This design comes from an exercise in tuning for small area on the open sky130 flow, not from production work. RTL that was checked went through simulation tests only; none was proved equivalent to the original. Power is estimated from default activity; no workload was simulated.

// kcpsm6
module kcpsm6 (address, instruction, bram_enable, in_port, out_port, port_id, write_strobe, k_write_strobe, read_strobe, interrupt, interrupt_ack, sleep, reset, clk) ;
parameter [7:0] 	hwbuild = 8'h00 ;
parameter [11:0] 	interrupt_vector = 12'h3FF ;
parameter integer scratch_pad_memory_size = 64 ;   
output [11:0]	address ;
input	 [17:0]    	instruction ;
output		bram_enable ;
input	 [7:0]	in_port ;
output [7:0]	out_port ;
output [7:0]	port_id ;
output		write_strobe ;
output		k_write_strobe ;
output		read_strobe ;
input			interrupt ;
output		interrupt_ack ;
input			sleep ;
input			reset ;
input			clk ;
function lut_bit(input [63:0] init, input [5:0] idx);
  lut_bit = init[idx];
endfunction
wire	[2:1]		t_state_value ;
wire	[2:1]		t_state ;
wire 			run_value ;
wire              run ;
wire  		internal_reset_value ;
wire 			internal_reset ;
wire 			sync_sleep ;
wire 			int_enable_type ;
wire 			interrupt_enable_value ;
wire			interrupt_enable ;
wire			sync_interrupt ;
wire 			active_interrupt_value ;
wire 			active_interrupt ;
wire	[2:0]		arith_logical_sel ;
wire			arith_carry_in ;
wire			arith_carry_value ;
wire			arith_carry ;
wire 	[7:0]		half_arith_logical ;
wire 	[7:0]		logical_carry_mask ;
wire 	[7:0]		carry_arith_logical ;
wire 	[7:0]		arith_logical_value ;
wire 	[7:0]		arith_logical_result ;
wire 	[7:0]		shift_rotate_value ;
wire 	[7:0]		shift_rotate_result ;
wire			shift_in_bit ;
wire 	[7:0]		alu_result ;
wire 	[1:0]		alu_mux_sel_value ;
wire 	[1:0]		alu_mux_sel ;
wire			strobe_type ;
wire 			write_strobe_value ;
wire 			k_write_strobe_value ;
wire			read_strobe_value ;
wire			flag_enable_type ;
wire			flag_enable_value ;
wire			flag_enable ; 
wire			lower_parity ;
wire			lower_parity_sel ;
wire			carry_lower_parity ;
wire 			upper_parity ;
wire			parity ;
wire			shift_carry_value ;
wire			shift_carry ;
  ...
Settings: LEC_CHECK=0, CAP_MARGIN=20, CORE_MARGIN=2, CORE_UTILIZATION=70, CTS_BUF_LIST=sky130_fd_sc_hd__clkbuf_16, CTS_CLUSTER_DIAMETER=80, CTS_CLUSTER_SIZE=30, PLACE_DENSITY=0.85, SLEW_MARGIN=20, SYNTH_HIERARCHICAL=1, SYNTH_MINIMUM_KEEP_SIZE=0; clock period 9.0 ns.
run.sh (not shown) runs the stock make flow with config.mk's settings and CLKGATE_MAP_FILE= SYNTH_SCRIPT=/design/flow/synth_recipe.tcl, a recipe that flattens the netlist after the stock synthesis.
Then changed:
--- a/flow/design.v
+++ b/flow/design.v
@@ -306,15 +306,17 @@
 genvar j ;
 generate
 for (i = 0 ; i <= 11 ; i = i+1)
 begin : address_loop
 parameter [7:0] id4 = 8'h30 + i/4 ;
 parameter [7:0] id8 = 8'h30 + i/8 ;
 parameter [7:0] ip4d8 = 8'h30 + (i+4)/8 ;	  
-assign return_vector[i] = stack_memory[i];
+reg return_vector_flop_q;
+always @(posedge clk) return_vector_flop_q <= stack_memory[i];
+assign return_vector[i] = return_vector_flop_q;
 if (i % 2 == 0) begin: output_data
 assign pc_vector[i+1] = lut_bit(64'hFF00F0F0CCCCAAAA, {1'b1, instruction[12], return_vector[i+1], instruction[i+1], return_vector[i], instruction[i]});
 assign pc_vector[i] = lut_bit(64'hFF00F0F0CCCCAAAA, {1'b0, instruction[12], return_vector[i+1], instruction[i+1], return_vector[i], instruction[i]});
 end 
 reg pc_flop_q;
 always @(posedge clk) pc_flop_q <= (internal_reset) ? 1'b0 : (t_state[1]) ? (pc_value[i]) : pc_flop_q;
 assign pc[i] = pc_flop_q;
@@ -338,20 +340,26 @@
 assign pc_value[i] = (carry_pc[i-1]) ^ (half_pc[i]);
 if (i < 11) begin: mid_pc
 assign carry_pc[i] = (half_pc[i]) ? (carry_pc[i-1]) : (1'b0);
 end 
 end 
 end 
 endgenerate
-assign shadow_carry_flag = stack_carry_flag;
+reg shadow_carry_flag_flop_q;
+always @(posedge clk) shadow_carry_flag_flop_q <= stack_carry_flag;
+assign shadow_carry_flag = shadow_carry_flag_flop_q;
 reg stack_zero_flop_q;
 always @(posedge clk) stack_zero_flop_q <= stack_zero_flag;
 assign shadow_zero_value = stack_zero_flop_q;
-assign shadow_zero_flag = shadow_zero_value;
-assign shadow_bank = stack_bank;
+reg shadow_zero_flag_flop_q;
+always @(posedge clk) shadow_zero_flag_flop_q <= shadow_zero_value;
+assign shadow_zero_flag = shadow_zero_flag_flop_q;
+reg shadow_bank_flop_q;
+always @(posedge clk) shadow_bank_flop_q <= stack_bank;
+assign shadow_bank = shadow_bank_flop_q;
 assign special_bit = 1'b1 ;
 wire [31:0] sp_sel ;
 wire [14:0] stack_wd = {zero_flag, carry_flag, bank, pc} ;
 wire [14:0] stack_rd ;
 wire [31:0] sp_wr ;
 wire [31:0] sp_sel2 ;
 wire [31:0] sp_wr2 ;
@@ -363,15 +371,15 @@
   always @(posedge clk) if (sp_wr2[i]) stack_mem[i][14:8] <= stack_wd[14:8] ;
 end
 for (j = 0 ; j < 15 ; j = j+1) begin : stack_bit_rd
   wire [30:0] col ;
   for (i = 0 ; i < 31 ; i = i+1) begin : c
     assign col[i] = stack_mem[i][j] ;
   end
-  rdmux #(.N(31)) u (.s(j < 8 ? sp_sel[31:1] : sp_sel2[31:1]), .d(col), .y(stack_rd[j])) ;
+  rdmux #(.N(31)) u (.s(j < 8 ? sp_sel[30:0] : sp_sel2[30:0]), .d(col), .y(stack_rd[j])) ;
 end
 endgenerate
 assign {stack_zero_flag, stack_carry_flag, stack_bank, stack_memory} = stack_rd ;
 generate
 for (i = 0 ; i <= 4 ; i = i+1)
 begin : stack_loop
 parameter [7:0]	id4 = 8'h30 + i/4 ;
Outcome: The changed run finished with timing, DRC and antenna clean; wire length is lower by 1.6%; via count rises by about 0.8%; combinational power went up by about 0.9%; sequential share of layout area goes up by 0.11 points; total power is higher by about 1.6%; worst setup slack improved by 160 ps; global-route usage went down by 1.1 points.
For the second run of this note, only the layout was checked, not whether the RTL still works.

-- afterwards: timing with drivers on the ports --
Ports are ideal in the flow. The routed layouts listed here were re-timed in OpenROAD. Step 1: set_driving_cell puts a clkbuf_16 on clk and a buf_2 on each other input, an assumption about the parent block. Step 2, shift: input delay + t, output delay - t, t = (earliest + latest rising clock arrival at the registers) / 2. This alone moves slack from input paths to output paths. a / b / c = ideal ports / drivers / drivers and shift; a / b = the first two.
run | t, ns | setup WS [ns] | clock arrival spread, ns
the first run | 0.716 | 1.008 / 0.986 / 0.694 | 0.036 / 0.037
the second run | 0.704 | 1.166 / 1.141 / 0.734 | 0.037 / 0.037
After both steps every run listed still meets setup and hold. For the second run, which loses most, drivers alone change the setup slack by -0.025 ns; drivers and shift together by -0.432 ns.
